Source: an optimization exercise on an open RTL-to-GDS flow (aim: small area). Production flows keep margins and buffers that such runs may drop.
RTL that was checked went through simulation tests only; none was proved equivalent to the original.

==> zinc: inputs <==
## dwt_pe
module dwt_pe #(parameter DATA_WIDTH = 32)
(
    input clk,
    input rst,
    input[DATA_WIDTH-1:0] transform1,
    input[DATA_WIDTH-1:0] transform2,
    input[DATA_WIDTH-1:0] transform3,
    input[DATA_WIDTH-1:0] transform4,
    input[DATA_WIDTH-1:0] transform5,
    input[DATA_WIDTH-1:0] transform6,
    input[DATA_WIDTH-1:0] data_in1,
    input[DATA_WIDTH-1:0] data_in2,
    input[DATA_WIDTH-1:0] data_in3,
    input[DATA_WIDTH-1:0] data_in4,
    input[DATA_WIDTH-1:0] data_in5,
    input[DATA_WIDTH-1:0] data_in6,
    output reg [DATA_WIDTH-1:0] data_out
);
==> flow/config.mk <==
export PLATFORM = sky130hd
export DESIGN_NAME = dwt_pe
export DESIGN_NICKNAME = dwt_pe
export VERILOG_FILES = /design/flow/design.v
export SDC_FILE = /design/flow/constraint.sdc
export NUM_CORES = 4
export LEC_CHECK = 0
export CAP_MARGIN = 20
export CORE_MARGIN = 2
export CORE_UTILIZATION = 40
export PLACE_DENSITY = 0.6
export SLEW_MARGIN = 20
==> flow/constraint.sdc <==
create_clock -name core_clock -period 10.0 [get_ports {clk}]
set_input_delay 2.0000 -clock core_clock [delete_from_list [all_inputs] [get_ports {clk}]]
set_output_delay 2.0000 -clock core_clock [all_outputs]
set_load 0.01 [all_outputs]
standard.sh (not shown) runs the stock make flow with config.mk's settings and CLKGATE_MAP_FILE= SYNTH_SCRIPT=/design/flow/synth_recipe.tcl, a recipe that flattens the netlist after the stock synthesis.
==> flow/flow/run.sh <==
#!/bin/bash
# The standard layout, with the smallest buffer (buf_1) as the port
# buffers in place of the resizer's own pick (clkdlybuf4s50_1).
set -euo pipefail
export BUFFER_PORTS_ARGS="-buffer_cell sky130_fd_sc_hd__buf_1"
bash standard.sh > standard.log 2>&1
==> sierra (differences from zinc) <==
--- a/flow/design.v
+++ b/flow/design.v
@@ -1020,195 +1020,13 @@
     assign s503 = k378 ^ k438 ^ s439;
     assign k504 = (k378 & k438) | (k378 & s439) | (k438 & s439);
     assign s505 = pp[10][23] ^ pp[11][22] ^ k440;
     assign k506 = (pp[10][23] & pp[11][22]) | (pp[10][23] & k440) | (pp[11][22] & k440);
     wire [35:0] x = {1'b0, pp[11][23], k504, k502, k500, k498, k496, k494, k492, k490, k488, k486, k484, k482, k480, k478, k476, k474, k472, k470, k468, k466, k464, k462, k460, k458, k456, k454, k452, k450, k448, k446, k444, k442, c[1], pp[0][0]};
     wire [35:0] y = {1'b0, k506, s505, s503, s501, s499, s497, s495, s493, s491, s489, s487, s485, s483, s481, s479, s477, s475, s473, s471, s469, s467, s465, s463, s461, s459, s457, s455, s453, s451, s449, s447, s445, s443, s441, c[0]};
-    dwt_add36 cpa (.a(x), .b(y), .ci(1'b0), .s(s));
-endmodule
-module dwt_add36 (input [35:0] a, input [35:0] b, input ci, output [35:0] s);
-    wire [35:0] p = a ^ b;
-    wire [35:0] g = a & b;
-    wire G0c = g[0] | (p[0] & ci);
-    wire G1 = g[1] | (p[1] & G0c);
-    wire G2 = g[3] | (p[3] & g[2]);
-    wire P2 = p[3] & p[2];
-    wire G3 = g[5] | (p[5] & g[4]);
-    wire P3 = p[5] & p[4];
-    wire G4 = g[7] | (p[7] & g[6]);
-    wire P4 = p[7] & p[6];
-    wire G5 = g[9] | (p[9] & g[8]);
-    wire P5 = p[9] & p[8];
-    wire G6 = g[11] | (p[11] & g[10]);
-    wire P6 = p[11] & p[10];
-    wire G7 = g[13] | (p[13] & g[12]);
-    wire P7 = p[13] & p[12];
-    wire G8 = g[15] | (p[15] & g[14]);
-    wire P8 = p[15] & p[14];
-    wire G9 = g[17] | (p[17] & g[16]);
-    wire P9 = p[17] & p[16];
-    wire G10 = g[19] | (p[19] & g[18]);
-    wire P10 = p[19] & p[18];
-    wire G11 = g[21] | (p[21] & g[20]);
-    wire P11 = p[21] & p[20];
-    wire G12 = g[23] | (p[23] & g[22]);
-    wire P12 = p[23] & p[22];
-    wire G13 = g[25] | (p[25] & g[24]);
-    wire P13 = p[25] & p[24];
-    wire G14 = g[27] | (p[27] & g[26]);
-    wire P14 = p[27] & p[26];
-    wire G15 = g[29] | (p[29] & g[28]);
-    wire P15 = p[29] & p[28];
-    wire G16 = g[31] | (p[31] & g[30]);
-    wire P16 = p[31] & p[30];
-    wire G17 = g[33] | (p[33] & g[32]);
-    wire P17 = p[33] & p[32];
-    wire G18 = g[35] | (p[35] & g[34]);
-    wire P18 = p[35] & p[34];
-    wire G19 = g[2] | (p[2] & G1);
-    wire G20 = G2 | (P2 & G1);
-    wire G21 = g[6] | (p[6] & G3);
-    wire P21 = p[6] & P3;
-    wire G22 = G4 | (P4 & G3);
-    wire P22 = P4 & P3;
-    wire G23 = g[10] | (p[10] & G5);
-    wire P23 = p[10] & P5;
-    wire G24 = G6 | (P6 & G5);
-    wire P24 = P6 & P5;
-    wire G25 = g[14] | (p[14] & G7);
-    wire P25 = p[14] & P7;
-    wire G26 = G8 | (P8 & G7);
-    wire P26 = P8 & P7;
-    wire G27 = g[18] | (p[18] & G9);
-    wire P27 = p[18] & P9;
-    wire G28 = G10 | (P10 & G9);
-    wire P28 = P10 & P9;
-    wire G29 = g[22] | (p[22] & G11);
-    wire P29 = p[22] & P11;
-    wire G30 = G12 | (P12 & G11);
-    wire P30 = P12 & P11;
-    wire G31 = g[26] | (p[26] & G13);
-    wire P31 = p[26] & P13;
-    wire G32 = G14 | (P14 & G13);
-    wire P32 = P14 & P13;
-    wire G33 = g[30] | (p[30] & G15);
-    wire P33 = p[30] & P15;
-    wire G34 = G16 | (P16 & G15);
-    wire P34 = P16 & P15;
-    wire G35 = g[34] | (p[34] & G17);
-    wire P35 = p[34] & P17;
-    wire G36 = G18 | (P18 & G17);
-    wire P36 = P18 & P17;
-    wire G37 = g[4] | (p[4] & G20);
-    wire G38 = G3 | (P3 & G20);
-    wire G39 = G21 | (P21 & G20);
-    wire G40 = G22 | (P22 & G20);
-    wire G41 = g[12] | (p[12] & G24);
-    wire P41 = p[12] & P24;
-    wire G42 = G7 | (P7 & G24);
-    wire P42 = P7 & P24;
-    wire G43 = G25 | (P25 & G24);
-    wire P43 = P25 & P24;
-    wire G44 = G26 | (P26 & G24);
-    wire P44 = P26 & P24;
-    wire G45 = g[20] | (p[20] & G28);
-    wire P45 = p[20] & P28;
-    wire G46 = G11 | (P11 & G28);
-    wire P46 = P11 & P28;
-    wire G47 = G29 | (P29 & G28);
-    wire P47 = P29 & P28;
-    wire G48 = G30 | (P30 & G28);
-    wire P48 = P30 & P28;
-    wire G49 = g[28] | (p[28] & G32);
-    wire P49 = p[28] & P32;
-    wire G50 = G15 | (P15 & G32);
-    wire P50 = P15 & P32;
-    wire G51 = G33 | (P33 & G32);
-    wire P51 = P33 & P32;
-    wire G52 = G34 | (P34 & G32);
-    wire P52 = P34 & P32;
-    wire G53 = g[8] | (p[8] & G40);
-    wire G54 = G5 | (P5 & G40);
-    wire G55 = G23 | (P23 & G40);
-    wire G56 = G24 | (P24 & G40);
-    wire G57 = G41 | (P41 & G40);
-    wire G58 = G42 | (P42 & G40);
-    wire G59 = G43 | (P43 & G40);
-    wire G60 = G44 | (P44 & G40);
-    wire G61 = g[24] | (p[24] & G48);
-    wire P61 = p[24] & P48;
-    wire G62 = G13 | (P13 & G48);
-    wire P62 = P13 & P48;
-    wire G63 = G31 | (P31 & G48);
-    wire P63 = P31 & P48;
-    wire G64 = G32 | (P32 & G48);
-    wire P64 = P32 & P48;
-    wire G65 = G49 | (P49 & G48);
-    wire P65 = P49 & P48;
-    wire G66 = G50 | (P50 & G48);
-    wire P66 = P50 & P48;
-    wire G67 = G51 | (P51 & G48);
-    wire P67 = P51 & P48;
-    wire G68 = G52 | (P52 & G48);
-    wire P68 = P52 & P48;
-    wire G69 = g[16] | (p[16] & G60);
-    wire G70 = G9 | (P9 & G60);
-    wire G71 = G27 | (P27 & G60);
-    wire G72 = G28 | (P28 & G60);
-    wire G73 = G45 | (P45 & G60);
-    wire G74 = G46 | (P46 & G60);
-    wire G75 = G47 | (P47 & G60);
-    wire G76 = G48 | (P48 & G60);
-    wire G77 = G61 | (P61 & G60);
-    wire G78 = G62 | (P62 & G60);
-    wire G79 = G63 | (P63 & G60);
-    wire G80 = G64 | (P64 & G60);
-    wire G81 = G65 | (P65 & G60);
-    wire G82 = G66 | (P66 & G60);
-    wire G83 = G67 | (P67 & G60);
-    wire G84 = G68 | (P68 & G60);
-    wire G85 = g[32] | (p[32] & G84);
-    wire G86 = G17 | (P17 & G84);
-    wire G87 = G35 | (P35 & G84);
-    wire G88 = G36 | (P36 & G84);
-    assign s[0] = p[0] ^ ci;
-    assign s[1] = p[1] ^ G0c;
-    assign s[2] = p[2] ^ G1;
-    assign s[3] = p[3] ^ G19;
-    assign s[4] = p[4] ^ G20;
-    assign s[5] = p[5] ^ G37;
-    assign s[6] = p[6] ^ G38;
-    assign s[7] = p[7] ^ G39;
-    assign s[8] = p[8] ^ G40;
-    assign s[9] = p[9] ^ G53;
-    assign s[10] = p[10] ^ G54;
-    assign s[11] = p[11] ^ G55;
-    assign s[12] = p[12] ^ G56;
-    assign s[13] = p[13] ^ G57;
-    assign s[14] = p[14] ^ G58;
-    assign s[15] = p[15] ^ G59;
-    assign s[16] = p[16] ^ G60;
-    assign s[17] = p[17] ^ G69;
-    assign s[18] = p[18] ^ G70;
-    assign s[19] = p[19] ^ G71;
-    assign s[20] = p[20] ^ G72;
-    assign s[21] = p[21] ^ G73;
-    assign s[22] = p[22] ^ G74;
-    assign s[23] = p[23] ^ G75;
-    assign s[24] = p[24] ^ G76;
-    assign s[25] = p[25] ^ G77;
-    assign s[26] = p[26] ^ G78;
-    assign s[27] = p[27] ^ G79;
-    assign s[28] = p[28] ^ G80;
-    assign s[29] = p[29] ^ G81;
-    assign s[30] = p[30] ^ G82;
-    assign s[31] = p[31] ^ G83;
-    assign s[32] = p[32] ^ G84;
-    assign s[33] = p[33] ^ G85;
-    assign s[34] = p[34] ^ G86;
-    assign s[35] = p[35] ^ G87;
+    assign s = x + y;
 endmodule
 module dwt_fadd (
     input  [31:0] x,
     input  [31:0] y,
     output [31:0] z
 );
ABC_AREA = 1   (was unset)
==> results.py <==
metrics = {
    "final_layout": {
        "n_fill_cell": 6589,
    },
    "worst_hold_path": {
        "whs_endpoint": "data_out[22]",
    },
    "drt": {
        "viasPerCell": 5.78,
    },
    "status": {
        "status": "complete, no violations",
    },
    "synthesis": {
        "yosys.area_share.simple_pct": 16.8,
    },
}
(the above is from zinc)
==> results.py <==
metrics = {
    "status": {
        "status": "complete, no violations",
    },
    "synthesis": {
        "yosys.area_share.simple_pct": 27.9,
        "synth_top_family_by_area": "simple AND/OR/NAND/NOR gates",
    },
    "final_layout": {
        "sh_seq_area_pct": 15.2,
    },
    "worst_hold_path": {
        "whs_endpoint": "data_out[6]",
    },
}
(the above is from sierra)
Only the layout flow was run in zinc; the RTL was not checked for function there.

## what the ideal ports hide
No port has a modelled driver above. Below, the same layouts with a new extraction and two added sets of constraints.
Step 1 (the two cells are an assumption about what drives the block):
set clk [get_ports {clk}]
set_driving_cell -lib_cell sky130_fd_sc_hd__clkbuf_16 $clk
set_driving_cell -lib_cell sky130_fd_sc_hd__buf_2 [delete_from_list [all_inputs] $clk]
Step 2 moves the port delays by t, midway between the first and last clock arrival at a register: inputs arrive t later, outputs are due t later. That takes back most of the time a late clock gives input paths.
Slacks: ideal / step 1 / step 2; pairs: ideal / step 1.
run	t, ns	slack for setup (ns)	worst setup path after step 2	slew at the worst register clock pin (ns)	worst data-port slew with drivers (ns)
zinc	0.494	0.660 / 0.692 / 0.197	input to register	0.07 / 0.07	0.11
sierra	0.502	0.968 / 0.968 / 0.721	input to register	0.09 / 0.09	0.14
After both steps setup and hold are still met in every run listed. The setup slack of zinc, which loses most, moves by +0.032 ns with the drivers and by -0.463 ns with both steps.
